Context: an optimization exercise on an open-source flow, tuned for small area. The choices shown serve that exercise and are no tape-out recipe.
The RTL was checked by simulation tests, not by an equivalence proof against the original design.
In every run shown here, the design's own scripts or RTL, not TritonCTS, make the clock network.
No driver is modelled on the clock port, so clock power and skew are understated where the tree is cut down; a real chip needs a root buffer or a tree.
Power and IR drop assume default switching activity.

==> design/flow/design.v <==
module debouncing #(
    parameter integer THRESHOLD = 100
)(
    input  wire clk,
    input  wire reset,
    input  wire btn,
    output reg  transmit
);
    reg ff1, ff2;
    reg [6:0] cnt;
    function automatic h(input [5:0] x);
        h = ~(x[3] ^ (x[1] | (x[0] & x[2])));
    endfunction
    wire top    = &cnt;                  
    wire bottom = ~|cnt;                 
    wire f = (cnt[6] ^ h(cnt[5:0])) | top;
    wire g = (cnt[0] ^ h(cnt[6:1])) & ~bottom;
    always @(posedge clk) begin
        if (reset) begin
            ff1 <= 1'b0;
            ff2 <= 1'b0;
            cnt <= 7'd0;
            transmit <= 1'b0;
        end else begin
            ff1 <= btn;
            ff2 <= ff1;
            cnt <= ff2 ? {cnt[5:0], f} : {g, cnt[6:1]};
            transmit <= top;
        end
    end
endmodule
module transmitter #(
    parameter integer CLK_FREQ  = 1000000,
    parameter integer BAUD_RATE = 9600
)(
    input  wire        clk,
    input  wire        reset,
    input  wire [7:0]  data_in,
    input  wire        transmit,
    output wire        txd,
    output wire        tx_done,
    output wire        mem_we      
);
    localparam integer BAUD_COUNT = CLK_FREQ / BAUD_RATE;
    localparam [3:0] S_DONE = 4'd0, S_IDLE_WE = 4'd1, S_IDLE = 4'd2,
                     S_PRE_WE = 4'd5, S_PRE = 4'd6, S_START = 4'd7;
    reg [3:0] st;
    reg [6:0] baudcnt;
    reg [7:0] data;
    wire active  = st[3] | st[2];
    wire baud_end = ~baudcnt[6] & baudcnt[5] & ~baudcnt[4] & baudcnt[1] & ~baudcnt[0];    
    wire idle    = ~st[3] & ~st[2];
    always @(posedge clk) begin
        baudcnt <= (active & ~baud_end) ? {~baudcnt[5:0], baudcnt[0] ^ baudcnt[6]} : 7'd0;
        if (idle & transmit) data <= data_in;
    end
    always @(posedge clk) begin
        if (reset) begin
            st <= S_IDLE;
        end else begin
            if (idle) begin
                if (st == S_DONE) st <= transmit ? S_PRE_WE : S_IDLE_WE;
                else              st <= transmit ? S_PRE    : S_IDLE;
            end else if (st == S_PRE_WE || baud_end) begin
                st <= st + 4'd1;
            end
        end
    end
    assign txd     = st[3] ? data[st[2:0]] : (st != S_START);
    assign tx_done = (st == S_DONE);
    assign mem_we  = (st == S_IDLE_WE) | (st == S_PRE_WE);
endmodule
module receiver #(
    parameter integer CLK_FREQ   = 1000000,
    parameter integer BAUD_RATE  = 9600,
    parameter integer DIV_SAMPLE = 4
)(
    input  wire       clk,
    input  wire       rst,
    input  wire       rxd,
    output wire [7:0] rxddata,
    output wire       data_ready,
    output wire       mem_re       
);
    reg [4:0] baudcnt;
    wire tick = baudcnt[4] & baudcnt[2] & baudcnt[0];    
    always @(posedge clk) begin
        if (rst | tick) baudcnt <= 5'd0;
        else            baudcnt <= {~baudcnt[3:0], baudcnt[1] ^ baudcnt[4]};
    end
    reg [1:0] sc;
    reg [3:0] bc;
    reg [9:1] rxshift;
    wire idle   = bc[3] & bc[2];
    wire active = ~bc[3] | (~bc[2] & ~bc[1]);
    wire ready  = bc[3] & bc[1] & ~bc[0] & ~bc[2];
    wire re     = bc[3] & ~bc[2] & bc[1] & bc[0];
    wire sc_last   = sc[1] & ~sc[0];       
    wire sc_sample = ~sc[1] & sc[0];       
    assign rxddata = rxshift[8:1];
    always @(posedge clk) begin
        if (rst) begin
            sc <= 2'b00;
            bc <= 4'hF;
            rxshift <= 9'h1FF;
        end else begin
            if (tick & active) begin
                sc <= {sc[0], ~sc[1]};
                if (sc_sample) rxshift <= {rxd, rxshift[9:2]};
            end
            if (re)
                bc <= 4'hF;
            else if (ready | (tick & ((active & sc_last) | (idle & ~rxd))))
                bc <= bc + 4'd1;
        end
    end
    assign data_ready = ready;
    assign mem_re     = re;
endmodule
module shared_mem #(
    parameter integer WIDTH = 8
)(
    input  wire clk,
    input  wire we,
    input  wire [WIDTH-1:0] wdata,
    input  wire re,
    output reg  [WIDTH-1:0] rdata
);
    reg [WIDTH-1:0] last;
    always @(posedge clk) begin
        if (we) last <= wdata;
        if (re) rdata <= last;
    end
endmodule
module topmodule #(
    parameter integer CLK_FREQ = 1000000,
    parameter integer BAUD_RATE = 9600,
    parameter integer DB_THRES = 100
)(
    input  wire [7:0] data_in,
    input  wire clk,
    input  wire btn,
    input  wire reset,
    output wire txd,
    output wire [7:0] mem_out_data,
    output wire [3:0] mem_wr_addr,
    output wire tx_done_dbg,
    output wire rx_ready_dbg,
    output wire [7:0] rx_byte_dbg
);
    wire transmit_db;
    wire tx_done;
    wire rx_ready;
    wire mem_we, mem_re;
    reg [3:0] write_addr;
    debouncing #(.THRESHOLD(DB_THRES)) DB (
        .clk(clk), .reset(reset), .btn(btn), .transmit(transmit_db)
    );
    transmitter #(.CLK_FREQ(CLK_FREQ), .BAUD_RATE(BAUD_RATE)) TX (
        .clk(clk), .reset(reset), .data_in(data_in),
        .transmit(transmit_db), .txd(txd), .tx_done(tx_done), .mem_we(mem_we)
    );
    receiver #(.CLK_FREQ(CLK_FREQ), .BAUD_RATE(BAUD_RATE)) RX (
        .clk(clk), .rst(reset), .rxd(txd), .rxddata(rx_byte_dbg),
        .data_ready(rx_ready), .mem_re(mem_re)
    );
    shared_mem #(.WIDTH(8)) MEM (
        .clk(clk), .we(mem_we), .wdata(data_in), .re(mem_re), .rdata(mem_out_data)
    );
    always @(posedge clk) begin
        if (reset) write_addr <= 4'd0;
        else if (tx_done) write_addr <= write_addr + 4'd1;
    end
    assign mem_wr_addr = write_addr;
    assign tx_done_dbg = tx_done;
    assign rx_ready_dbg = rx_ready;
endmodule
==> design/flow/flow/run.sh <==
#!/bin/bash
# Standard ORFS layout (bash standard.sh), with these changes:
#  - after the standard synthesis, the gates between the registers are
#    re-mapped by ABC for area (resyn.tcl, several ABC scripts, smallest kept); registers keep names and cells;
#  - gates downsized after floorplan (post_floorplan.tcl);
#  - buf_1 cells as the port buffers;
#  - TritonCTS's clock tree replaced by one level of clock buffers
#    (pre_cts.tcl).
# Each tool's output goes to its own log here and to ORFS's logs in orfs/logs.
set -euo pipefail
here=$(pwd)
export BUFFER_PORTS_ARGS="-buffer_cell sky130_fd_sc_hd__buf_1"
export PRE_CTS_TCL="$here/flow/pre_cts.tcl"
export POST_FLOORPLAN_TCL="$here/flow/post_floorplan.tcl"
export CLK_BUF_CELL="${CLK_BUF_CELL:-sky130_fd_sc_hd__clkbuf_8}"
export NCLK="${NCLK:-3}"
export CLK_SLEW_GUARD="${CLK_SLEW_GUARD:-0.122}"
bash standard.sh synth > synth.log 2>&1
res=$here/orfs/results/$FLOW_PLATFORM/topmodule/base
cp $res/1_2_yosys.v $here/standard_synth.v
YOSYS=yosys
[ -x "$FLOW_HOME/../tools/install/yosys/bin/yosys" ] && YOSYS="$FLOW_HOME/../tools/install/yosys/bin/yosys"
# Re-map with several ABC scripts and keep the smallest netlist.
mkdir -p $here/resyn
best=""; best_area=""
for abc in $here/flow/abc_*.abc; do
  name=$(basename $abc .abc)
  if RESYN_LIB=$FLOW_HOME/platforms/$FLOW_PLATFORM/lib/sky130_fd_sc_hd__tt_025C_1v80.lib \
     RESYN_IN=$here/standard_synth.v RESYN_OUT=$here/resyn/$name.v RESYN_ABC=$abc \
     $YOSYS -c $here/flow/resyn.tcl > $here/resyn/$name.log 2>&1; then
    area=$(grep -m1 "Chip area" $here/resyn/$name.v.stat | awk '{print $NF}')
    echo "$name $area" >> $here/resyn/areas.txt
    if [[ -z "$best" ]] || awk "BEGIN{exit !($area < $best_area)}"; then best=$name; best_area=$area; fi
  fi
done
echo "best $best $best_area" >> $here/resyn/areas.txt
if [[ -n "$best" ]]; then cp $here/resyn/$best.v $res/1_2_yosys.v; fi
bash standard.sh do-1_synth > synth_odb.log 2>&1
bash standard.sh > standard.log 2>&1
==> design/flow/flow/abc_amap.abc <==
strash
dc2
dch -f
amap
==> design/flow/flow/abc_amap2.abc <==
strash
dc2
dch -f
amap
strash
dch -f
amap
==> design/flow/flow/abc_amapm.abc <==
strash
dc2
dc2
dch -f
amap -m
==> design/flow/flow/abc_famap.abc <==
strash
fraig
dc2
dch -f
amap
==> design/flow/flow/abc_map.abc <==
strash
dch -f
map -a
==> design/flow/flow/abc_nf.abc <==
strash
&get -n
&dch -f
&nf -R 1000
&put
==> design/flow/flow/abc_nfa.abc <==
strash
dc2
&get -n
&dch -f
&nf -a -R 1000
&put
==> design/flow/flow/abc_syn2nf.abc <==
strash
&get -n
&st
&syn2
&dch -f
&nf -a -R 1000
&put
==> design/flow/flow/post_floorplan.tcl <==
# Synthesis (ABC) upsizes some gates for speed that the 10 ns clock does not
# need. Swap every combinational cell for the smallest cell of the same
# family (same function and pins, e.g. o2bb2ai_4 -> o2bb2ai_1); the later
# repair steps size up again wherever slew, capacitance or timing need it.
set db [ord::get_db]
set block [ord::get_db_block]
set dont_use [split $::env(DONT_USE_CELLS)]
set swapped 0
foreach inst [$block getInsts] {
  set master [$inst getMaster]
  set name [$master getName]
  if {![regexp {^(sky130_fd_sc_hd__)([a-z0-9]+)_([0-9]+)$} $name -> pfx base drive]} { continue }
  if {[$master isSequential]} { continue }
  if {[string match "df*" $base] || [string match "edf*" $base] || [string match "sdf*" $base] ||
      [string match "dl*" $base] || [string match "clk*" $base] || [string match "conb" $base] ||
      [string match "tap*" $base] || [string match "fill*" $base] || [string match "decap*" $base]} { continue }
  set best $master
  set best_area [expr {[$master getWidth] * [$master getHeight]}]
  foreach d {0 1 2} {
    set cand_name "${pfx}${base}_$d"
    if {$cand_name eq $name || [lsearch -exact $dont_use $cand_name] >= 0} { continue }
    set cand [$db findMaster $cand_name]
    if {$cand eq "NULL" || $cand eq ""} { continue }
    set a [expr {[$cand getWidth] * [$cand getHeight]}]
    if {$a < $best_area} { set best $cand; set best_area $a }
  }
  if {$best ne $master} {
    puts "downsize [$inst getName]: $name -> [$best getName]"
    $inst swapMaster $best
    incr swapped
  }
}
puts "downsized $swapped cells"
==> design/flow/flow/pre_cts.tcl <==
# Replace TritonCTS's H-tree (9 buffers for ~70 sinks) with one level of
# clock buffers: the clock sinks are split into NCLK groups by position
# (halves in x, then halves in y; strips in x when NCLK is not a power of two) and each group gets its own buffer, placed
# at the group's centre and driven by the clock port.
set block [ord::get_db_block]
set dbu [$block getDbUnitsPerMicron]
set clk_net [$block findNet clk]
set sinks {}
foreach it [$clk_net getITerms] {
  set inst [$it getInst]
  set loc [$inst getLocation]
  lappend sinks [list [lindex $loc 0] [lindex $loc 1] "[$inst getName]/[[$it getMTerm] getName]"]
}
proc split_groups {groups axis} {
  set out {}
  foreach g $groups {
    set s [lsort -integer -index $axis $g]
    set h [expr {[llength $s] / 2}]
    lappend out [lrange $s 0 [expr {$h - 1}]] [lrange $s $h end]
  }
  return $out
}
set ng $::env(NCLK)
if {($ng & ($ng - 1)) == 0} {
  set groups [list $sinks]
  set axis 0
  while {[llength $groups] < $ng} {
    set groups [split_groups $groups $axis]
    set axis [expr {1 - $axis}]
  }
} else {
  # not a power of two: NCLK strips of equal sink count along x
  set s [lsort -integer -index 0 $sinks]
  set groups {}
  set n [llength $s]
  for {set k 0} {$k < $ng} {incr k} {
    lappend groups [lrange $s [expr {$k * $n / $ng}] [expr {($k + 1) * $n / $ng - 1}]]
  }
}
set i 0
foreach g $groups {
  set sx 0; set sy 0; set pins {}
  foreach s $g {
    set sx [expr {$sx + [lindex $s 0]}]
    set sy [expr {$sy + [lindex $s 1]}]
    lappend pins [get_pins [lindex $s 2]]
  }
  set n [llength $g]
  set cx [expr {double($sx) / $n / $dbu}]
  set cy [expr {double($sy) / $n / $dbu}]
  puts "clock group $i: $n sinks, buffer at $cx $cy"
  insert_buffer -buffer_cell $::env(CLK_BUF_CELL) -net clk -load_pins $pins \
    -location [list $cx $cy] -buffer_name clkbuf_$i -net_name clk_$i
  incr i
}
set_propagated_clock [all_clocks]
estimate_parasitics -placement
set guard $::env(CLK_SLEW_GUARD)
set sizes {sky130_fd_sc_hd__clkbuf_4 sky130_fd_sc_hd__clkbuf_8 sky130_fd_sc_hd__clkbuf_16}
set k 0
foreach bit [$clk_net getITerms] {
  set inst [$bit getInst]
  set onet ""
  foreach it [$inst getITerms] { if {[$it isOutputSignal]} { set onet [$it getNet] } }
  if {$onet eq "" || $onet eq "NULL"} { continue }
  while {1} {
    set worst 0.0
    foreach it [$onet getITerms] {
      if {[$it isInputSignal]} {
        set pin [get_pins "[[$it getInst] getName]/[[$it getMTerm] getName]"]
        foreach p {slew_max_rise slew_max_fall} {
          set sl [get_property $pin $p]
          if {$sl > $worst} { set worst $sl }
        }
      }
    }
    set cur [[$inst getMaster] getName]
    set idx [lsearch -exact $sizes $cur]
    puts "clock buffer [$inst getName]: $cur, estimated worst sink slew $worst"
    if {$worst <= $guard || $idx < 0 || $idx >= [llength $sizes] - 1} { break }
    $inst swapMaster [[ord::get_db] findMaster [lindex $sizes [expr {$idx + 1}]]]
    estimate_parasitics -placement
  }
  incr k
}
rename clock_tree_synthesis orig_clock_tree_synthesis
proc clock_tree_synthesis {args} { puts "clock_tree_synthesis skipped: clock buffers inserted by pre_cts.tcl" }
==> design/flow/flow/resyn.tcl <==
# Re-map the combinational logic of the standard synthesis netlist for area
# with the ABC script RESYN_ABC, writing RESYN_OUT.
# The registers (dfxtp/edfxtp instances) are kept as they are, with their
# names and cell types; only the gates between them are re-mapped by ABC.
yosys -import
set lib $::env(RESYN_LIB)
set net $::env(RESYN_IN)
read_liberty -ignore_miss_func $lib
read_verilog $net
hierarchy -top $::env(FLOW_TOP)
set seq {}
foreach c {dfxtp_1 dfxtp_2 dfxtp_4 edfxtp_1 dfrtp_1 dfstp_1 dfxbp_1 dfrbp_1 sdfxtp_1 dlxtp_1} { lappend seq sky130_fd_sc_hd__$c }
blackbox {*}$seq
flatten
opt_clean -purge
tee -o $::env(RESYN_OUT).before.stat stat -liberty $lib
abc -liberty $lib -dont_use sky130_fd_sc_hd__lpflow_* -dont_use sky130_fd_sc_hd__probe* -script $::env(RESYN_ABC)
opt_clean -purge
splitnets
opt_clean -purge
hilomap -singleton -hicell sky130_fd_sc_hd__conb_1 HI -locell sky130_fd_sc_hd__conb_1 LO
tee -o $::env(RESYN_OUT).stat stat -liberty $lib
write_verilog -noattr -nohex -nodec $::env(RESYN_OUT)
==> design/flow/standard.sh <==
#!/bin/bash
# synth_recipe.tcl (not shown) runs the flow's synth.tcl, then flattens the netlist and writes it again
# the make line also repeats each setting of config.mk as NAME=value (left out here)
make -C /OpenROAD-flow-scripts/flow DESIGN_CONFIG=/design/flow/config.mk WORK_HOME=/design/flow/orfs CLKGATE_MAP_FILE= SYNTH_SCRIPT=/design/flow/synth_recipe.tcl "${@:-finish}"
==> design/flow/config.mk <==
export PLATFORM = sky130hd
export DESIGN_NAME = topmodule
export DESIGN_NICKNAME = topmodule
export VERILOG_FILES = /design/flow/design.v
export SDC_FILE = /design/flow/constraint.sdc
export NUM_CORES = 4
export LEC_CHECK = 0
export CAP_MARGIN = 20
export CORE_MARGIN = 2
export CORE_UTILIZATION = 40
export GPL_TIMING_DRIVEN = 0
export SLEW_MARGIN = 20
==> design/flow/constraint.sdc <==
create_clock -name core_clock -period 10.0 [get_ports {clk}]
set_input_delay 2.0000 -clock core_clock [delete_from_list [all_inputs] [get_ports {clk}]]
set_output_delay 2.0000 -clock core_clock [all_outputs]
set_load 0.01 [all_outputs]
==> results.txt, run 1 <==
* Antenna fix cells at 0
* Critical path destination: txd
* Crit path largest cell delay at 0.49 ns
* Status: complete, no violations
* Synthesized area at roughly 2400 um2
* RSZ-0062 raised after global routing: no
* Critical Path RT at 8.00 ns
* Worst Max-Slew Pin Slew at 0.842 ns
* Worst hold slack at 0.386 ns
* Post-route minimum period at 3.84 ns
* Peak VDD IR at about 140 uV
* Die area at 6530 um2
* Mapped Nets at 232
* Post-cts resize count at 0
* Worst Path Max Fanout at 8
* Via count of the first global-routing pass at 1480
* Clock Skews at 0.00475 ns
* CP startpoint kind: flop
* Final GP Congestion at 0.758
* # Post-CTS Setup Buffers at 0
* Clock latency (worst-skew pair) at 0.15 ns
* Crit-path cells: clkinv_1 -> o22ai_1 -> a221oi_1 -> nor3_1 -> nor2_1 -> buf_1
* Max-cap violations at 0
* DRC errors left at 0
* Die X-Extent at 80.8 um
* Area Growth Syn to Fin at 12.5%
* Pre-Repair DR Iteration Count at 4
* TNS Setup at 0 ns
* Cells after Synth at 221
* Core ar. at 5610 um2
* Input/output buffers at 33
* R2R Setup Slk at 7.60 ns
* GRT Util Overall at 0.124
* Max_slew headroom at 0.432
* Critical path's slowest cell: dfxtp_1
* Post-detail-place hpwl at approximately 2800 um
* Finish-stage setup viols at 0
* Ys Warns at 5
* Kind of critical path: flop to output port
* Gr ovfl total at 0
* Final WL at roughly 3900 um
* Clock transition at path regs at 0.09 ns
* Antenna viol nets, final at 0
* Nets at 270
* Routed WL per cell at 11.8 um
* Vias at 1645
* Min-delay worst type: flop to flop
* Critical R2R Capture: RX.rxshift[9]
* Vias/cell at 5.00
* Crit path from: TX.st[0]
* Layout cells sized above 1 at 0.0195
* Fill count at 559
* Initial core utilization at 0.421
* Worst r2r src: RX.baudcnt[4]
* Pin count of the biggest net entering global routing at 24
* Final Max Tran Viols at 0
* Commonest non-fill, non-tap cell in the layout: dfxtp_1
* Most frequent cells in the layout: dfxtp_1, nor2_1, buf_1, edfxtp_1, nand2_1
* Leakage at 0.000884 uW
* Mean Syn Cell Area at between 10 and 15 um2
* Die Ht at just over 80 um
* Pwr dens at between 150 and 200 nW/um2
* Boundary Pins at 34
* Worst reg2reg path depth at 6
* DRT iter0 DRCs at 86
* Hold Fails Final Rpt at 0
* First-pass GRT wire length at ~6700 um
* Hold_buf cts at 0
* Initial antenna violation count at 0
* Crit. End Element: output port
* # rows at 27
* WP data arrival at 1.84 ns
* Period utilization at 0.384
* Peak Freq at 260 MHz
layout make-up, clock buffers not listed:
class / count / area (um2) / area share
inverters: 17 / 63.8 / 0.0240
multi-input cells: 135 / 681 / 0.256
flip-flops and latches: 69 / 1620 / 0.610
well taps: 72 / 90.1 / 0.0339
repair buffers: 33 / 125 / 0.0471
report_power, final:
part | switching, uW | total [uW] | internal [uW]
Clock | 65.2 | 120 | 54.8
Combinational | 7.56 | 12.4 | 4.87
Sequential | 2.83 | 296 | 293
Total | 75.6 | 428 | 353
metal layers:
layer,part of all wire,GRT usage,up-vias,routed length [um]
met3,0.030,0.00889,2,116
met1,0.49,0.175,760,1890
met2,0.48,0.217,21,1850
met4,0.0088,0.0102,0,34
met5,0,0,-,0
li1,-,-,862,-
registers in the layout, indices dropped and copies added (netlist names):
signal       count
RX.rxshift       9
MEM.last         8
MEM.rdata        8
TX.data          8
DB.cnt           7
TX.baudcnt       7
RX.baudcnt       5
RX.bc            4
TX.st            4
write_addr       4
RX.sc            2
DB.ff1           1
DB.ff2           1
DB.transmit      1
per-stage QoR:
step            util  instances  total power (uW)  cell area [um2]  setup slack [ns]
4_1_cts        0.473        329               433             2660              6.14
3_5_place_dp   0.460        326               315             2580              5.98
2_1_floorplan      -        221               309             2360              6.80
3_3_place_gp   0.459        326               315             2570              6.01
6_report       0.474        329               428             2660              6.16
5_1_grt        0.474        329               445             2660              5.93
how the worst min path moves through the flow:
stage | from | endpoint | depth (start not counted)
after global placement | RX.baudcnt[3] | RX.baudcnt[4] | 1
final | TX.baudcnt[3] | TX.baudcnt[4] | 1
after floorplan | RX.baudcnt[3] | RX.baudcnt[4] | 1
after detailed placement | TX.baudcnt[2] | TX.baudcnt[3] | 1
after global routing | TX.baudcnt[2] | TX.baudcnt[3] | 1
after CTS | TX.baudcnt[2] | TX.baudcnt[3] | 1
critical path: cells and delay by family (launching register included):
| kind | cells | cell delay (ns) |
|---|---|---|
| AND/OR/NAND/NOR | 2 | 0.43 |
| AO/OA/AOI/OAI | 2 | 0.36 |
| buffers and inverters | 2 | 0.41 |
| flip-flops | 1 | 0.49 |
==> inputs of run 2 (changes only) <==
--- a/design/flow/config.mk
+++ b/design/flow/config.mk
@@ -7,6 +7,6 @@
 export LEC_CHECK = 0
 export CAP_MARGIN = 20
 export CORE_MARGIN = 2
-export CORE_UTILIZATION = 40
+export CORE_UTILIZATION = 65
 export GPL_TIMING_DRIVEN = 0
 export SLEW_MARGIN = 20
==> run 2 against run 1 <==
Largest power group unchanged. Global-route usage grew 7.2 points. Largest cell class unchanged. Clock power down 9%. Design area decreased by 1.7%. First-iteration DRC count up 30%. Power is 2.5% lower. Critical path type unchanged. Area after synthesis is the same. Via count is 4.4% higher. Still clean on timing, DRC and antenna.
==> results.txt, run 2 <==
* Gate power share at 0.029 (about the same)
* Synthesized area at 2360 um2 (unchanged)
* Die area at 4130 um2 (-37%)
* Multi-input gate area at 681 um2 (unchanged)
* First-pass GRT wire length at 6610 um (-1.8%)
* Max-cap violations at 0 (unchanged)
* Met3 routed WL at 179 um (+54%)
* Crit. End Element: output port
* Vias at 1717 (+4.4%)
* Routed WL per cell at 13.2 um (+11%)
* Clock latency (worst-skew pair) at 0.17 ns (+0.02 ns)
* Wire length on met1 at 1850 um (-1.9%)
* Storage element area at 1620 um2 (unchanged)
* Overall Power at 417 uW (-2.5%)
* WP data arrival at 1.91 ns (+0.07 ns)
* Die Ht at 64.3 um (-20%)
* Largest Register: RX.rxshift
* Seq pwr share at 0.709 (+0.018)
* Clock transition at path regs at 0.12 ns (+0.03 ns)
* WHS Path Cells at 1 (unchanged)
* Mapped Nets at 232 (unchanged)
* Worst Max-Slew Pin Slew at 1.01 ns (+0.170 ns)
* Net Sw Power at 73.7 uW (-2.4%)
* DRT iter0 DRCs at 112 (+30%)
* Antenna viol nets, final at 0 (unchanged)
* Most frequent cells in the layout: dfxtp_1, nor2_1, buf_1, edfxtp_1, nand2_1
* RSZ-0062 raised after global routing: no
* GRT Util Overall at 0.195 (+0.0718)
* Largest register FFs at 9 (unchanged)
* Final GP Congestion at 0.827 (+9.1%)
* CP startpoint kind: flop
* Pin count of the biggest net entering global routing at 24 (unchanged)
* Core ar. at 3420 um2 (-39%)
* Status: complete, no violations
* Pwr dens at 160 nW/um2 (-0.82%)
* Leakage at 0.000876 uW (-0.92%)
* Post-cts resize count at 0 (unchanged)
* Nets at 270 (unchanged)
* # Post-CTS Setup Buffers at 0 (unchanged)
* Period utilization at 0.391 (+0.00638)
* Ys Warns at 5 (unchanged)
* WL met2 at 1940 um (+5.0%)
* Die X-Extent at 64.3 um (-20%)
* Vias/cell at 5.67 (+13%)
* Clock power frac at 0.262 (-0.018)
* Clock Skews at 0.0270 ns (+0.0223 ns)
* Final Max Tran Viols at 0 (unchanged)
* Top sig layer: met4
* Max_slew headroom at 0.325 (-0.108)
* Post-route minimum period at 3.91 ns (+0.0638 ns)
* # rows at 21 (-22%)
* Layout cells sized above 1 at 0.0156 (-0.00389)
* Post-detail-place hpwl at 2910 um (+5.4%)
* Area Growth Syn to Fin at 10.6%
* Worst reg2reg path depth at 6 (unchanged)
* Commonest non-fill, non-tap cell in the layout: dfxtp_1
* Initial antenna violation count at 0 (unchanged)
* Boundary Pins at 34 (unchanged)
* Fill count at 239 (-57%)
* Pre-Repair DR Iteration Count at 4 (unchanged)
* Final WL at 3990 um (+2.6%)
* Sw frac at 0.177 (about the same)
* TNS Setup at 0 ns (unchanged)
* DRC errors left at 0 (unchanged)
* Min-delay worst type: flop to flop
* Cells after Synth at 221 (unchanged)
* Critical Path RT at 8.00 ns (about the same)
* Kind of critical path: flop to output port
* Input/output buffers at 33 (unchanged)
* Hold Fails Final Rpt at 0 (unchanged)
* Peak Freq at 256 MHz (-1.6%)
* Peak VDD IR at 211 uV (+51%)
* Gr ovfl total at 0 (unchanged)
* Hold_buf cts at 0 (unchanged)
* Worst Path Max Fanout at 8 (unchanged)
* Finish-stage setup viols at 0 (unchanged)
* Initial core utilization at 0.691 (+0.270)
* P_int at 344 uW (-2.5%)
* Via count of the first global-routing pass at 1529 (+3.3%)
* Mean Syn Cell Area at 10.7 um2 (unchanged)
* Antenna fix cells at 0 (unchanged)
[run 2: metrics by stage]
stage,std cells,utilization,worst slack (ns),hold WS (ns),cell area (um2)
finish,303,0.764,6.09,0.397,2610
global route,303,0.764,5.93,0.411,2610
CTS,303,0.764,6.06,0.400,2610
detailed placement,300,0.746,6.13,0.374,2550
global placement,300,0.744,6.11,0.368,2540
floorplan,221,-,6.80,0.368,2360
[run 2: layer usage]
metal	vias to the layer above	track usage
met4	0	0.00798
met5	-	0
met3	2	0.0158
met2	39	0.354
met1	811	0.272
li1	865	-
[run 2: area by class of cell, clock buffers not listed]
| class | instances | share of cell area |
|---|---|---|
| Multi-Input combinational cell | 135 | 0.261 |
| Sequential cell | 69 | 0.621 |
| Inverter | 17 | 0.0244 |
| Timing Repair Buffer | 33 | 0.0474 |
| Tap cell | 46 | 0.0220 |
[run 2: path summary, 6_finish.rpt]
check / endpoint / slack, ns / start
setup / recovery: txd / 6.09 / TX.st[0]
hold / removal: TX.baudcnt[4] / 0.40 / TX.baudcnt[3]
setup reg to reg: RX.rxshift[9] / 7.45 / RX.baudcnt[4]
hold reg to reg: TX.baudcnt[4] / 0.40 / TX.baudcnt[3]
[run 2: power groups by stage]
stage / Clock, uW / Combinational (uW) / Sequential [uW]
floorplan: 0 / 7.75 / 302
global placement: 0 / 12.0 / 302
detailed placement: 0 / 12.3 / 302
CTS: 110 / 12.3 / 296
global route: 119 / 14.1 / 296
finish: 109 / 12.3 / 296
[run 2: critical path, cell delays in order, from the launching register on]
cell and delay [ns]:
dfxtp_1 0.52, clkinv_1 0.29, o22ai_1 0.25, a221oi_1 0.13
nor3_1 0.29, nor2_1 0.11, buf_1 0.14
==> inputs of run 3 (changes only) <==
--- a/design/flow/flow/run.sh
+++ b/design/flow/flow/run.sh
@@ -13,7 +13,7 @@
 export PRE_CTS_TCL="$here/flow/pre_cts.tcl"
 export POST_FLOORPLAN_TCL="$here/flow/post_floorplan.tcl"
 export CLK_BUF_CELL="${CLK_BUF_CELL:-sky130_fd_sc_hd__clkbuf_8}"
-export NCLK="${NCLK:-3}"
+export NCLK="${NCLK:-4}"
 export CLK_SLEW_GUARD="${CLK_SLEW_GUARD:-0.122}"
 bash standard.sh synth > synth.log 2>&1
 res=$here/orfs/results/$FLOW_PLATFORM/topmodule/base
--- a/design/flow/config.mk
+++ b/design/flow/config.mk
@@ -7,6 +7,6 @@
 export LEC_CHECK = 0
 export CAP_MARGIN = 20
 export CORE_MARGIN = 2
-export CORE_UTILIZATION = 65
+export CORE_UTILIZATION = 40
 export GPL_TIMING_DRIVEN = 0
 export SLEW_MARGIN = 20
==> run 3 against run 2 <==
Cell count grew 8.9%. Core utilization shrank 29 points. Global-route usage is 7.3 points lower. Register-to-register slack gained 0.15 ns. Critical endpoint unchanged.
==> results.txt, run 3 <==
* Fill count at 565 (+140%)
* Critical R2R Capture: RX.rxshift[9]
* First-pass GRT wire length at 6680 um (+1.0%)
* Pre-Repair DR Iteration Count at 4 (unchanged)
* Worst Max-Slew Pin Slew at 0.836 ns (-0.177 ns)
* Input/output buffers at 33 (unchanged)
* Critical Path RT at 8.00 ns (about the same)
* Max-cap violations at 0 (unchanged)
* Clock Skews at 0.00869 ns (-0.0183 ns)
* Most frequent cells in the layout: dfxtp_1, nor2_1, buf_1, edfxtp_1, nand2_1
* Worst Path Max Fanout at 8 (unchanged)
* Hold_buf cts at 0 (unchanged)
* Critical path destination: txd
* Mean Syn Cell Area at 10.7 um2 (unchanged)
* Die Ht at 80.8 um (+26%)
* Peak Freq at 258 MHz (+1.0%)
* Max_slew headroom at 0.437 (+0.112)
* DRC errors left at 0 (unchanged)
* Nets at 271 (+0.37%)
* Commonest non-fill, non-tap cell in the layout: dfxtp_1
* R2R Setup Slk at 7.60 ns (+0.15 ns)
* Routed WL per cell at 11.8 um (-10%)
* # rows at 27 (+29%)
* Final Max Tran Viols at 0 (unchanged)
* Worst hold slack at 0.385 ns (-0.0117 ns)
* Via count of the first global-routing pass at 1479 (-3.3%)
* Area Growth Syn to Fin at 11.7%
* P_int at 335 uW (-2.5%)
* Vias at 1650 (-3.9%)
* Post-route minimum period at 3.87 ns (-0.0393 ns)
* Multi-input gate area at 681 um2 (unchanged)
* Mapped Nets at 232 (unchanged)
* Leakage at 0.000876 uW (about the same)
* Largest Register: RX.rxshift
* Peak VDD IR at 68.6 uV (-68%)
* Die X-Extent at 80.8 um (+26%)
* Gr ovfl total at 0 (unchanged)
* Antenna fix cells at 0 (unchanged)
* Crit. End Element: output port
* Final GP Congestion at 0.758 (-8.3%)
* WHS Path Cells at 1 (unchanged)
* Ys Warns at 5 (unchanged)
* Pwr dens at 156 nW/um2 (-2.6%)
* Clock power frac at 0.250 (-0.012)
* Post-cts resize count at 0 (unchanged)
* Storage element area at 1620 um2 (unchanged)
* Finish-stage setup viols at 0 (unchanged)
* Vias/cell at 5.00 (-12%)
* Status: complete, no violations
* Final WL at 3900 um (-2.1%)
* Pin count of the biggest net entering global routing at 24 (unchanged)
* Gate power share at 0.030 (about the same)
* Initial core utilization at 0.421 (-0.270)
* Sw frac at 0.184 (+0.00761)
* Worst r2r src: RX.baudcnt[4]
* # Post-CTS Setup Buffers at 0 (unchanged)
* Clock latency (worst-skew pair) at 0.16 ns (about the same)
* DRT iter0 DRCs at 68 (-39%)
* Initial antenna violation count at 0 (unchanged)
* TNS Setup at 0 ns (unchanged)
* Die area at 6530 um2 (+58%)
* Layout cells sized above 1 at 0.0233 (+0.00769)
* RSZ-0062 raised after global routing: no
* Period utilization at 0.387 (-0.00393)
* Hold Fails Final Rpt at 0 (unchanged)
* Synthesized area at 2360 um2 (unchanged)
* Boundary Pins at 34 (unchanged)
* WP data arrival at 1.87 ns (-0.04 ns)
* Clock transition at path regs at 0.10 ns (-0.02 ns)
* Cells after Synth at 221 (unchanged)
* Post-detail-place hpwl at 2760 um (-5.1%)
* CP startpoint kind: flop
* Crit path from: TX.st[0]
* Net Sw Power at 75.7 uW (+2.6%)
* Kind of critical path: flop to output port
* GRT Util Overall at 0.122 (-0.0732)
* Antenna viol nets, final at 0 (unchanged)
* Core ar. at 5610 um2 (+64%)
* Min-delay worst type: flop to flop
* Largest register FFs at 9 (unchanged)
* Seq pwr share at 0.720 (+0.011)
* Worst reg2reg path depth at 6 (unchanged)
## run 3: area by class of cell, clock buffers not listed
class | instances | share of cell area
Sequential cell | 69 | 0.615
Multi-Input combinational cell | 135 | 0.258
Timing Repair Buffer | 33 | 0.0475
Tap cell | 72 | 0.0342
Inverter | 17 | 0.0242
## run 3: stage by stage
stage	area [um2]	total power (uW)	setup WS, ns	instances	utilization
CTS	2640	415	6.14	330	0.470
global placement	2570	315	6.01	326	0.459
detailed placement	2580	315	5.98	326	0.460
global route	2640	425	5.93	330	0.470
floorplan	2360	309	6.80	221	-
finish	2640	411	6.13	330	0.470
## run 3: metal layers
layer | vias up | GRT usage | share of wire
met5 | - | 0 | 0
met4 | 0 | 0.0203 | 0.018
met3 | 6 | 0.00889 | 0.029
met2 | 20 | 0.207 | 0.46
met1 | 762 | 0.175 | 0.49
li1 | 862 | - | -
## run 3: worst min path at each step
stage	start	endpoint
after CTS	RX.baudcnt[3]	RX.baudcnt[4]
after detailed placement	TX.baudcnt[2]	TX.baudcnt[3]
after floorplan	RX.baudcnt[3]	RX.baudcnt[4]
final	RX.baudcnt[3]	RX.baudcnt[4]
after global routing	TX.baudcnt[2]	TX.baudcnt[3]
after global placement	RX.baudcnt[3]	RX.baudcnt[4]
## run 3: power groups by stage
stage	clock [uW]	combinational, uW	sequential (uW)
after CTS	107	12.5	296
final	102	12.3	296
after detailed placement	0	12.6	302
after floorplan	0	7.75	302
after global placement	0	12.3	302
after global routing	114	14.5	296
## run 3: critical path, cell delays in order (launching register included)
cell,delay [ns]
dfxtp_1,0.49
clkinv_1,0.27
o22ai_1,0.25
a221oi_1,0.11
nor3_1,0.32
nor2_1,0.12
buf_1,0.15
==> inputs of run 4 (changes only) <==
--- a/design/flow/design.v
+++ b/design/flow/design.v
@@ -11,10 +11,11 @@
     function automatic h(input [5:0] x);
         h = ~(x[3] ^ (x[1] | (x[0] & x[2])));
     endfunction
-    wire top    = &cnt;                  
-    wire bottom = ~|cnt;                 
-    wire f = (cnt[6] ^ h(cnt[5:0])) | top;
-    wire g = (cnt[0] ^ h(cnt[6:1])) & ~bottom;
+    wire near_top = cnt[5] & cnt[4] & cnt[3] & cnt[1] & cnt[0];
+    wire near_bot = ~(cnt[5] | cnt[3] | cnt[2] | cnt[1] | cnt[0]);
+    wire top = near_top & cnt[6];        
+    wire f = (cnt[6] ^ h(cnt[5:0])) | near_top;
+    wire g = (cnt[0] ^ h(cnt[6:1])) & ~near_bot;
     always @(posedge clk) begin
         if (reset) begin
             ff1 <= 1'b0;
==> run 4 against run 3 <==
Register-to-register slack better by 0.32 ns. Clock power hardly changed. First-iteration DRC count up 63%. Global-route usage barely moved. Combinational power is 11% lower. Via count decreased by 0.18%. Fmax hardly changed. Highest routed layer unchanged. Cell count down 0.91%. Area after synthesis is essentially flat. Worst setup slack got worse by 0.0023 ns. Largest power group unchanged.
==> results.txt, run 4 <==
* Status: complete, no violations
* Critical Path RT at 8.00 ns (about the same)
* Period utilization at 0.387 (about the same)
* Pwr dens at 154 nW/um2 (-0.98%)
* Synthesized area at 2360 um2 (about the same)
* R2R Setup Slk at 7.92 ns (+0.32 ns)
* Initial antenna violation count at 0 (unchanged)
* Post-route minimum period at 3.87 ns (+0.00227 ns)
* Hold_buf cts at 0 (unchanged)
* Max_slew headroom at 0.435 (-0.00196)
* Min-delay src: RX.baudcnt[3]
* Most frequent cells in the layout: dfxtp_1, nor2_1, buf_1, edfxtp_1
* Final GP Congestion at 0.809 (+6.7%)
* Post-detail-place hpwl at 2690 um (-2.4%)
* Layout cells sized above 1 at 0.0196 (-0.00365)
* Routed WL per cell at 11.7 um (-0.79%)
* Worst hold slack at 0.387 ns (+0.00201 ns)
* Min-delay worst type: flop to flop
* Worst Path Max Fanout at 6 (-2)
* Ys Warns at 5 (unchanged)
* Worst r2r src: TX.st[1]
* RSZ-0062 raised after global routing: no
* # rows at 27 (unchanged)
* Gr ovfl total at 0 (unchanged)
* Mapped Nets at 229 (-1.3%)
* GRT Util Overall at 0.122 (-0.000388)
* Hold Fails Final Rpt at 0 (unchanged)
* CP startpoint kind: flop
* Die X-Extent at 80.8 um (about the same)
* Final WL at 3840 um (-1.7%)
* WP data arrival at 1.87 ns (about the same)
* # Post-CTS Setup Buffers at 0 (unchanged)
* Worst reg2reg path depth at 9 (+3)
* Max-cap violations at 0 (unchanged)
* Boundary Pins at 34 (unchanged)
* Antenna fix cells at 0 (unchanged)
* Core ar. at 5610 um2 (unchanged)
* DRT iter0 DRCs at 111 (+63%)
* DRC errors left at 0 (unchanged)
* Initial core utilization at 0.421 (about the same)
* First-pass GRT wire length at 6650 um (-0.42%)
* Input/output buffers at 33 (unchanged)
* Cells after Synth at 218 (-1.4%)
* Area Growth Syn to Fin at 11.5%
* Nets at 268 (-1.1%)
* Crit path from: TX.st[1]
* Largest Register: RX.rxshift
* Commonest non-fill, non-tap cell in the layout: dfxtp_1
* TNS Setup at 0 ns (unchanged)
* Finish-stage setup viols at 0 (unchanged)
* Overall Power at 406 uW (-1.2%)
* Peak VDD IR at 78.9 uV (+15%)
* WHS Path Cells at 1 (unchanged)
* Via count of the first global-routing pass at 1489 (+0.68%)
* Final core utilization at 0.469 (-0.00112)
* Post-cts resize count at 0 (unchanged)
* Antenna viol nets, final at 0 (unchanged)
* Pin count of the biggest net entering global routing at 25 (+4.2%)
* Leakage at 0.000865 uW (-1.2%)
* Clock transition at path regs at 0.09 ns (about the same)
* Vias at 1647 (-0.18%)
* Die Ht at 80.8 um (about the same)
* Pre-Repair DR Iteration Count at 4 (unchanged)
* Crit. End Element: output port
* Die area at 6530 um2 (about the same)
* Largest register FFs at 9 (unchanged)
* Mean Syn Cell Area at 10.8 um2 (+1.3%)
* Kind of critical path: flop to output port
* Worst Max-Slew Pin Slew at 0.839 ns (+0.00291 ns)
* Final Max Tran Viols at 0 (unchanged)
* Clock Skews at 0.00628 ns (-0.00241 ns)
* Vias/cell at 5.04 (+0.73%)
* Peak Freq at 258 MHz (about the same)
* Clock latency (worst-skew pair) at 0.16 ns (about the same)
## run 4: path summary, 6_finish.rpt
path,end
worst max register to register,RX.bc[3]
worst min-delay path,RX.baudcnt[4]
worst max-delay path,txd
worst min register to register,RX.baudcnt[4]
## run 4: per-stage QoR
step	std cells	cell area, um2	setup WS (ns)
after global placement	323	2570	6.02
after detailed placement	323	2570	6.01
final	327	2630	6.13
after CTS	327	2630	6.12
after floorplan	218	2360	6.69
after global routing	327	2630	5.96
## run 4: routing by layer
layer | share of wire | track usage
met1 | 0.48 | 0.168
met3 | 0.044 | 0.0133
met5 | 0 | 0
met4 | 0.020 | 0.0220
met2 | 0.45 | 0.210
## run 4: cell type report, clock buffers not listed
class | count | area [um2]
Fill cell | 549 | 2980
Sequential cell | 69 | 1620
Multi-Input combinational cell | 129 | 663
Timing Repair Buffer | 33 | 125
Tap cell | 72 | 90.1
Inverter | 20 | 75.1
## run 4: worst max-delay path, cell delays in order (launching register included)
cell and delay (ns):
dfxtp_1 0.43, clkinv_1 0.22, nand2_1 0.16, nor2_1 0.05, a2111oi_0 0.38, nor3_1 0.12, nor2_1 0.18, buf_1 0.18
## run 4: power breakdown
part | switching [uW] | total (uW) | internal (uW)
registers | 2.68 | 295 | 293
logic | 6.62 | 11.0 | 4.35
clock network | 62.3 | 99.4 | 37.1
total | 71.6 | 406 | 334
==> inputs of run 5 (changes only) <==
==> design/flow/flow/abc_deepsyn.abc (new file) <==
strash
&get -n
&deepsyn -I 20 -J 50
&put
dch -f
amap
==> run 5 against run 4 <==
Fmax rose by 0.32%. Cell count fell by 2.4%. Still clean on timing, DRC and antenna. Combinational power fell by 25%. Clock skew fell by 0.0031 ns. Design area fell by 1.2%. Sequential cell count did not move. Synthesized cell count fell by 3.7%.
==> results.txt, run 5 <==
* GRT Util Overall at 0.120 (-0.00165)
* # Post-CTS Setup Buffers at 0 (unchanged)
* Vias/cell at 5.00 (-0.79%)
* Nets at 260 (-3.0%)
* Leakage at 0.000858 uW (-0.79%)
* Crit path from: reset
* Crit-path cells: buf_1 -> clkinv_1 -> o21ai_0 -> nor3_1 -> clkinv_1 -> nand2_1 -> o22a_1
* Antenna fix cells at 0 (unchanged)
* Largest register FFs at 9 (unchanged)
* Critical Path RT at 10.06 ns (+2.06 ns)
* WP data arrival at 3.92 ns (+2.05 ns)
* Dpl cell area at 2540 um2 (-1.2%)
* Final WL at 3810 um (-0.81%)
* Cells after Synth at 210 (-3.7%)
* Antenna viol nets, final at 0 (unchanged)
* Max_slew headroom at 0.461 (+0.0258)
* Most frequent CP cell: clkinv_1
* Mapped Nets at 221 (-3.5%)
* Min-delay src: RX.baudcnt[3]
* Overall Power at 403 uW (-0.73%)
* Pwr dens at 155 nW/um2 (+0.47%)
* Vias at 1594 (-3.2%)
* Finish-stage setup viols at 0 (unchanged)
* Die area at 6450 um2 (-1.2%)
* Post-detail-place hpwl at 2730 um (+1.6%)
* Mean Syn Cell Area at 11.1 um2 (+2.5%)
* Peak Freq at 259 MHz (+0.32%)
* Crit path largest cell delay at 0.56 ns (+0.13 ns)
* Core ar. at 5570 um2 (-0.60%)
* Period utilization at 0.386 (-0.00125)
* Area Growth Syn to Fin at 11.5% (about the same)
* Pre-Repair DR Iteration Count at 6 (+2)
* Clock latency (worst-skew pair) at 0.16 ns (about the same)
* Finished Cell Area at 2600 um2 (-1.2%)
* Via count of the first global-routing pass at 1444 (-3.0%)
* Boundary Pins at 34 (unchanged)
* Initial antenna violation count at 0 (unchanged)
* Min-delay worst type: flop to flop
* Commonest non-fill, non-tap cell in the layout: dfxtp_1
* Post-route minimum period at 3.86 ns (-0.0125 ns)
* Most frequent cells in the layout: dfxtp_1, nor2_1, buf_1, edfxtp_1, clkinv_1
* First-pass GRT wire length at 6470 um (-2.7%)
* Peak VDD IR at 116 uV (+47%)
* DRC errors left at 0 (unchanged)
* CP startpoint kind: input port
* Post-cts resize count at 0 (unchanged)
* Largest Register: RX.rxshift
* Clock Skews at 0.00320 ns (-0.00308 ns)
* RSZ-0062 raised after global routing: no
* Input/output buffers at 33 (unchanged)
* Final Max Tran Viols at 0 (unchanged)
* Hold Fails Final Rpt at 0 (unchanged)
* Critical path's slowest cell: buf_1
* Worst r2r src: TX.st[0]
* Hold_buf cts at 0 (unchanged)
* Layout cells sized above 1 at 0.0162 (-0.00341)
* Crit. End Element: flop
* Gr ovfl total at 0 (unchanged)
* Worst Path Max Fanout at 18 (+12)
* Fill count at 536 (-2.4%)
* TNS Setup at 0 ns (unchanged)
* Final core utilization at 0.466 (-0.00277)
* Status: complete, no violations
* Die X-Extent at 80.3 um (-0.61%)
* Synthesized area at 2330 um2 (-1.3%)
* Routed WL per cell at 11.9 um (+1.7%)
* Initial core utilization at 0.418 (-0.00284)
* Clock transition at path regs at 0.10 ns (about the same)
* Max-cap violations at 0 (unchanged)
* Kind of critical path: input port to flop
* # rows at 27 (unchanged)
* Die Ht at 80.3 um (-0.61%)
* DRT iter0 DRCs at 87 (-22%)
* Ys Warns at 5 (unchanged)
* Pin count of the biggest net entering global routing at 19 (-24%)
* Worst Max-Slew Pin Slew at 0.806 ns (-0.0328 ns)
* Final GP Congestion at 0.805 (-0.45%)
==> run 5: final cells by class, clock buffers not listed <==
type,instances,area (um2),area share
inverter,23,86.3,0.0332
sequential,69,1620,0.624
tap,72,90.1,0.0347
multi-input combinational,118,622,0.239
timing repair buffer,33,124,0.0477
==> run 5: critical path, delay by kind of cell <==
kind	cells	cell delay, ns
simple gates	2	0.31
compound gates	2	0.43
buf+inv	3	1.17
==> run 5: worst paths after layout <==
| kind | end | slack (ns) | depth (start not counted) |
|---|---|---|---|
| worst max-delay path | RX.rxshift[8] | 6.14 | 7 |
| worst min-delay path | RX.baudcnt[4] | 0.39 | 1 |
| worst max register to register | RX.bc[2] | 7.44 | 10 |
| worst min register to register | RX.baudcnt[4] | 0.39 | 1 |
==> run 5: per-layer routing <==
metal	routed length, um	share of wire	up-vias	GRT usage
li1	-	-	821	-
met1	1850	0.49	737	0.166
met2	1770	0.46	31	0.212
met3	134	0.035	5	0.00787
met4	55	0.014	0	0.0169
met5	0	0	-	0
==> run 5: power by group <==
part	total (uW)	internal (uW)	switching (uW)
sequential	293	291	1.45
combinational	8.28	2.87	5.41
clock	102	37.1	64.4
total	403	331	71.2
==> run 5: through the flow <==
step	hold slack (ns)	std cells	setup slack [ns]
floorplan	0.368	210	6.74
global placement	0.373	315	5.92
detailed placement	0.372	315	5.88
CTS	0.388	319	6.06
global route	0.407	319	5.89
finish	0.387	319	6.14

## port drivers added, routing unchanged
The flow's constraints put no driver on any port. The routed layouts listed below were extracted and timed again, unchanged, in two steps. Step 1 sets driving cells, clkbuf_16 on the clock port and buf_2 on the other inputs (assumed; they add their load-dependent delay and slew). Step 2 times the ports against the registers' clock, not the clock port: input delays grow and output delays shrink by t, the midpoint of the rising clock arrivals with the driver on. Three values: ideal ports, drivers, drivers and shift; two values: the first two.
| run | t, ns | slack for setup (ns) | worst hold slack (ns) | worst setup path after step 2 | slew at the worst register clock pin (ns) |
|---|---|---|---|---|---|
| run 1 | 0.204 | 6.156 / 6.100 / 6.304 | 0.386 / 0.386 / 0.386 | register to output | 0.09 / 0.09 |
| run 2 | 0.207 | 6.092 / 6.043 / 6.115 | 0.397 / 0.397 / 0.397 | input to register | 0.12 / 0.12 |
| run 3 | 0.210 | 6.131 / 6.077 / 6.287 | 0.385 / 0.385 / 0.385 | register to output | 0.10 / 0.10 |
| run 4 | 0.210 | 6.129 / 6.072 / 6.282 | 0.387 / 0.387 / 0.387 | register to output | 0.10 / 0.10 |
| run 5 | 0.207 | 6.142 / 6.169 / 5.962 | 0.387 / 0.387 / 0.387 | input to register | 0.10 / 0.10 |
After both steps every run listed still meets setup and hold. For run 5, which loses most, drivers alone change the setup slack by +0.027 ns; drivers and shift together by -0.180 ns.
